What follows belongs to an exercise in optimizing a design on an open flow for small area; a production flow would make more cautious choices.
Function was checked by simulation only, so behaviour that the tests miss may differ from the original.

==> inputs of trial 49 <==
Design CPU, start of the top module:
module CPU (
    input clk,
    input rst,  
    input botao_ligar_agora,
    input botao_enviar_agora,
    input [17:0] instrucao_completa,
    output reg flag_clear_memoria,
    output reg flag_escrever,
    output [7:0] lcd_data,
    output lcd_rs,
    output lcd_rw,
    output lcd_e,
    output lcd_on
);
Settings: LEC_CHECK=0, CAP_MARGIN=20, CORE_MARGIN=2, CORE_UTILIZATION=40, PLACE_DENSITY=0.6, SLEW_MARGIN=20; clock period 25.0 ns.
standard.sh (not shown) runs the stock make flow with config.mk's settings and CLKGATE_MAP_FILE= SYNTH_SCRIPT=/design/flow/synth_recipe.tcl, a recipe that flattens the netlist after the stock synthesis.
==> flow/flow/run.sh <==
#!/bin/bash
# Own layout flow: the standard ORFS flow (standard.sh) run on a copy of
# ORFS's scripts folder with these changes:
#  - synthesis maps the combinational logic with an area-oriented ABC script
#    (flow/abc_area.script, selected by ABC_AREA=1);
#  - clock tree synthesis inserts no dummy loads and uses larger sink clusters;
#  - the port buffers use the smallest buffer;
#  - power recovery downsizes gates off the critical paths.
# Each tool's output goes to the ORFS logs under orfs/logs; make's output
# goes to standard.log in this folder.
set -euo pipefail
HERE=$(pwd)
S="$HERE/scripts_area"
rm -rf "$S"
cp -r "$FLOW_HOME/scripts" "$S"
cp "$HERE/flow/abc_area.script" "$S/abc_area.script"
sed -i 's/^  -repair_clock_nets\]/  -repair_clock_nets -dont_use_dummy_load]/' "$S/cts.tcl"
grep -q -- '-dont_use_dummy_load' "$S/cts.tcl"
bash standard.sh SCRIPTS_DIR="$S" ABC_AREA=1 \
  CTS_BUF_LIST=sky130_fd_sc_hd__clkbuf_8 \
  CTS_CLUSTER_SIZE=16 CTS_CLUSTER_DIAMETER=70 \
  BUFFER_PORTS_ARGS="-buffer_cell sky130_fd_sc_hd__buf_1" \
  RECOVER_POWER=100 \
  finish > "$HERE/standard.log" 2>&1
==> flow/flow/abc_area.script <==
strash
&get -n
&st
&deepsyn -T 300
&put
ifraig
dch -f
amap
topo
==> inputs of trial 78, as changes to trial 49 <==
--- a/flow/design.v
+++ b/flow/design.v
@@ -3,36 +3,36 @@
     input rst,
     input start_p,
     input exec,
     input [17:0] chaves,
     input [2:0] op_p,
     input [3:0] d_p,
     input [10:0] fonte_p,
-    input [1:0] rd,
-    input [6:0] pos,
+    input [3:0] rd,
+    input [5:0] pos,
     output we,
     output wclr,
-    output [1:0] wdig,
+    output [3:0] wdig,
     output neg_cap,
     output dab_step,
     output dab_bit,
     output reg neg
 );
     localparam [2:0] F_IDLE = 3'd0, F_RP = 3'd1, F_NEG = 3'd2, F_DAB = 3'd3,
                      F_RE = 3'd4, F_WR = 3'd5;
     reg [17:0] E;
     reg [2:0] fase;
-    reg [2:0] k;
+    reg [3:0] k;
     reg inpass;
     reg [15:0] acc;
     reg c;
     reg hb;      
-    wire [2:0] q = pos[2:0];
-    wire q0 = (q == 3'd0);
-    wire qlast = (q == 3'd7);
+    wire [1:0] q = pos[1:0];
+    wire q0 = (q == 2'd0);
+    wire q3 = (q == 2'd3);
     wire srcE = fase[2];
     wire [2:0] op = srcE ? E[17:15] : op_p;
     wire [3:0] d = srcE ? E[14:11] : d_p;
     wire [10:0] f = srcE ? E[10:0] : fonte_p;
     wire [3:0] a = f[10:7];
     wire s = f[6];
     wire [5:0] m = f[5:0];
@@ -41,130 +41,132 @@
     wire addisubi = (op == 3'd2) || (op == 3'd4);   
     wire is_mul = (op == 3'd5);
     wire is_clr = (op == 3'd6);
     wire last_k = is_mul ? (k[2] && k[0]) : (k[0] || !(addsub || addisubi));
     wire need_read = !(op == 3'd0 || is_clr || (k[0] && addisubi));
     wire [3:0] raddr = (fase == F_WR) ? (is_clr ? 4'd0 : d) :
                        (op == 3'd7) ? d : (k[0] && addsub) ? b : a;
-    wire hit = (pos[6:3] == raddr);
+    wire hit = (pos[5:2] == raddr);
     wire comp = (fase == F_RP) || (fase == F_RE);
     wire start_pass = !inpass && q0 &&
-        ((comp && (hit || !need_read)) || (fase == F_NEG) || (fase == F_WR && hit) ||
-         (fase == F_DAB && pos[6:3] == 4'd0));
+        ((comp && (hit || !need_read)) || (fase == F_NEG) || (fase == F_WR && hit));
     wire act = start_pass || inpass;
-    wire end_pass = ((fase == F_WR && is_clr) || fase == F_DAB) ? (&pos) : qlast;
+    wire end_pass = (fase == F_WR && is_clr) ? (&pos) : q3;
     reg mbit;
     always @(*) begin
         case (k[2:0])
             3'd0: mbit = m[5];
             3'd1: mbit = m[4];
             3'd2: mbit = m[3];
             3'd3: mbit = m[2];
             3'd4: mbit = m[1];
             default: mbit = m[0];
         endcase
     end
-    wire [1:0] imm = q0 ? m[1:0] : (q == 3'd1) ? m[3:2] : (q == 3'd2) ? m[5:4] : 2'd0;
-    wire [1:0] acc_d = acc[1:0];
-    wire [1:0] dbl = {acc_d[0], hb & !q0};
-    reg [1:0] x, y;
+    wire [3:0] imm = q0 ? m[3:0] : (q == 2'd1) ? {2'b00, m[5:4]} : 4'd0;
+    wire [3:0] acc_d = acc[3:0];
+    wire [3:0] dbl = {acc_d[2:0], hb & !q0};
+    reg [3:0] x, y;
     reg inv;
     always @(*) begin
-        x = acc_d; y = 2'd0; inv = 1'b0;
+        x = acc_d; y = 4'd0; inv = 1'b0;
         if (act && comp) begin
-            x = 2'd0;
+            x = 4'd0;
             case (op)
                 3'd0: begin y = imm; inv = s; end
                 3'd1, 3'd3: if (k[0]) begin x = acc_d; y = rd; inv = op[1]; end
                             else y = rd;
                 3'd2, 3'd4: if (k[0]) begin x = acc_d; y = imm; inv = s ^ op[2]; end
                             else y = rd;
                 3'd5: begin
-                    x = (k == 3'd0) ? 2'd0 : dbl;
-                    y = mbit ? rd : 2'd0;
+                    x = (k == 4'd0) ? 4'd0 : dbl;
+                    y = mbit ? rd : 4'd0;
                     inv = s & mbit;
                 end
                 3'd6: ;
                 default: y = rd;
             endcase
         end else if (act && fase == F_NEG) begin
-            x = 2'd0; y = acc_d; inv = neg;
+            x = 4'd0; y = acc_d; inv = neg;
         end
     end
-    wire [1:0] yi = y ^ {2{inv}};
-    wire [2:0] cc;
-    wire [1:0] sum;
+    wire [3:0] yi = y ^ {4{inv}};
+    wire [4:0] cc;
+    wire [3:0] sum;
     assign cc[0] = act ? (q0 ? inv : c) : 1'b0;
     genvar gi;
-    generate for (gi = 0; gi < 2; gi = gi + 1) begin : RC
+    generate for (gi = 0; gi < 4; gi = gi + 1) begin : RC
         assign sum[gi] = x[gi] ^ yi[gi] ^ cc[gi];
         assign cc[gi+1] = (x[gi] & yi[gi]) | (cc[gi] & (x[gi] ^ yi[gi]));
     end endgenerate
-    assign neg_cap = act && fase == F_RP && qlast && last_k;
-    assign dab_step = act && (fase == F_DAB) && (q == ~pos[6:4]);
-    assign dab_bit = acc_d[~pos[3]];
+    assign neg_cap = act && fase == F_RP && q3 && last_k;
+    assign dab_step = (fase == F_DAB) && (q == ~k[3:2]);
+    assign dab_bit = acc_d[~k[1:0]];
     assign we = act && fase == F_WR && (E[17:16] != 2'b11);
     assign wclr = act && fase == F_WR && (E[17:15] == 3'd6);
     assign wdig = acc_d;
     always @(posedge clk) begin
-        acc <= {sum, acc[15:2]};
-        c <= cc[2];
-        hb <= acc_d[1];
+        acc <= {sum, acc[15:4]};
+        c <= cc[4];
+        hb <= acc_d[3];
         if (exec)
             E <= chaves;
         if (rst) begin
             fase <= F_IDLE;
-            k <= 3'd0;
+            k <= 4'd0;
             inpass <= 1'b0;
             neg <= 1'b0;
         end else begin
             inpass <= act && !end_pass;
             if (neg_cap)
-                neg <= sum[1];
+                neg <= sum[3];
             case (fase)
                 F_IDLE: if (start_p) fase <= F_RP;
                         else if (exec) fase <= F_RE;
-                F_RP: if (act && qlast)
-                    if (last_k) begin k <= 3'd0; fase <= F_NEG; end
-                    else k <= k + 3'd1;
-                F_NEG: if (act && qlast) fase <= F_DAB;
-                F_DAB: if (act && end_pass) fase <= F_RE;
-                F_RE: if (act && qlast)
+                F_RP: if (act && q3)
+                    if (last_k) begin k <= 4'd0; fase <= F_NEG; end
+                    else k <= k + 4'd1;
+                F_NEG: if (act && q3) fase <= F_DAB;
+                F_DAB: if (dab_step) begin
+                    k <= k + 4'd1;
+                    if (&k) fase <= F_RE;
+                end
+                F_RE: if (act && q3)
                     if (last_k) begin
-                        k <= 3'd0;
+                        k <= 4'd0;
                         fase <= (E[17:15] == 3'd7) ? F_IDLE : F_WR;
-                    end else k <= k + 3'd1;
+                    end else k <= k + 4'd1;
                 default: if (act && end_pass) fase <= F_IDLE;
             endcase
         end
     end
 endmodule
 module memoria(input clk, input rst, input enable, input ativar_clear,
-    input [1:0] escrita,
-    output [6:0] pos,
-    output [1:0] leitura);
+    input [3:0] escrita,
+    output [5:0] pos,
+    output [3:0] leitura);
     reg [255:0] anel;
-    reg [6:0] p;
+    reg [5:0] p;
     assign pos = p;
-    assign leitura = anel[255:254];
-    wire [1:0] entrada = ativar_clear ? 2'd0 : enable ? escrita : anel[255:254];
+    assign leitura = anel[255:252];
+    wire [3:0] entrada = ativar_clear ? 4'd0 : enable ? escrita : anel[255:252];
     always @(posedge clk) begin
-        anel <= {anel[253:0], entrada};
-        p <= rst ? 7'd0 : p + 7'd1;
+        anel <= {anel[251:0], entrada};
+        p <= rst ? 6'd0 : p + 6'd1;
     end
 endmodule
 module binario_bcd (
-    input [17:0] x,
+    input [18:0] x,
     input bit_in,
-    output [17:0] y
+    output [18:0] y
 );
     function [3:0] corr(input [3:0] d);
         corr = (d >= 4'd5) ? d + 4'd3 : d;
     endfunction
-    wire [16:0] c = {x[16], corr(x[15:12]), corr(x[11:8]), corr(x[7:4]), corr(x[3:0])};
+    wire [17:0] c = {x[17:16], corr(x[15:12]), corr(x[11:8]), corr(x[7:4]), corr(x[3:0])};
     assign y = {c, bit_in};
 endmodule
 module displayLCD (
     input wire clk,
     input wire rst,
     input wire btn_send,
     input wire [2:0] op_selc,
@@ -194,16 +196,16 @@
         S_DATA = 3'd6,
         S_WAIT_RELEASE = 3'd7;
     reg [2:0] state;
     reg [10:0] cnt;
     reg [4:0] msg_idx;
     reg [2:0] reg_op;
     reg [3:0] reg_logger;
-    reg [17:0] bcd;    
-    wire [17:0] bcd_step;
+    reg [18:0] bcd;
+    wire [18:0] bcd_step;
     binario_bcd conv(.x(bcd), .bit_in(dab_bit), .y(bcd_step));
     assign start_p = (state == S_IDLE) && btn_send;
     assign op_p = reg_op;
     assign d_p = reg_logger;
     assign fonte_p = bcd[10:0];
     wire msg_step;
     wire [16:0] ci;
@@ -293,25 +295,25 @@
         end
         cnt <= (rst || cnt_clr) ? 11'd0 : cnt_one ? 11'd1 : mc_inc[10:0];
         if (rst || msg_clr)
             msg_idx <= 5'd0;
         else if (msg_en)
             msg_idx <= mc_inc[15:11];
         if (rst || neg_cap)
-            bcd <= 18'd0;
+            bcd <= 19'd0;
         else if (start_p)
             bcd[10:0] <= fonte;
         else if (dab_step)
             bcd <= bcd_step;
     end
     reg [7:0] ch;
     reg [3:0] digit;
     always @(*) begin
         case (msg_idx[2:0])
-            3'd3: digit = {2'b00, bcd[17:16]};
+            3'd3: digit = {1'b0, bcd[18:16]};
             3'd4: digit = bcd[15:12];
             3'd5: digit = bcd[11:8];
             3'd6: digit = bcd[7:4];
             default: digit = bcd[3:0];
         endcase
         case (msg_idx)
             5'd0: case (reg_op)
@@ -418,21 +420,21 @@
                S_AGUARDANDO = 2'd1,
                S_EXECUTANDO = 2'd2;
     reg [1:0] estado;
     reg sistema_ligado;
     wire flag_ligar, flag_enviar;
     wire [2:0] opcode_chaves = instrucao_completa[17:15];
     wire [3:0] rd = instrucao_completa[14:11];
-    wire [1:0] leitura, wdig;
+    wire [3:0] leitura, wdig;
     wire dab_bit, neg;
     wire we, wclr, start_p, neg_cap, dab_step;
     wire [2:0] op_p;
     wire [3:0] d_p;
     wire [10:0] fonte_p;
-    wire [6:0] pos;
+    wire [5:0] pos;
     memoria banco_memoria(
         .clk(clk),
         .rst(~sistema_ligado),
         .enable(we),
         .ativar_clear(wclr || ~sistema_ligado),
         .escrita(wdig),
         .pos(pos),
==> flow/flow/abc_area.script (replaced) <==
strash
ifraig
dch -f
amap
topo
==> flow/config.mk (replaced) <==
export PLATFORM = sky130hd
export DESIGN_NAME = CPU
export DESIGN_NICKNAME = CPU
export VERILOG_FILES = /design/flow/design.v
export SDC_FILE = /design/flow/constraint.sdc
export NUM_CORES = 4
export LEC_CHECK = 0
export CAP_MARGIN = 20
export CORE_MARGIN = 2
export CORE_UTILIZATION = 65
export PLACE_DENSITY = 0.75
export SLEW_MARGIN = 20
==> comparison <==
Against trial 49, the sequential share of layout area of trial 78 is lower by 1.2 points.
Final cell count: trial 78 is lower than trial 49 (3.8%).
Between trial 78 and trial 49, the lower fmax is in trial 78 (gap about 1.9%, measured against trial 49).
Of trial 78 and trial 49, trial 78 has the higher flip-flop and latch count (gap 1).

## re-timing with driven ports
The results above use ideal ports. As a check the final layouts listed here were re-extracted and re-timed, cells and wires unchanged. Step 1 sets driving cells, clkbuf_16 on the clock port and buf_2 on the other inputs (assumed; they add their load-dependent delay and slew). Step 2 also shifts input and output timing later by t, the mid clock arrival at the registers, as if the neighbouring blocks saw the same clock. Three values: no drivers, after step 1, after step 2; two values: the first two.
run	t, ns	slack for setup (ns)	hold WS [ns]	slew at the worst register clock pin (ns)
trial 49	0.581	14.294 / 14.268 / 14.268	0.321 / 0.321 / 0.321	0.10 / 0.10
trial 78	0.598	14.092 / 14.064 / 14.064	0.327 / 0.327 / 0.327	0.10 / 0.10
After both steps every run listed still meets setup and hold. For trial 78, which loses most, drivers alone change the setup slack by -0.028 ns; drivers and shift together by -0.028 ns.
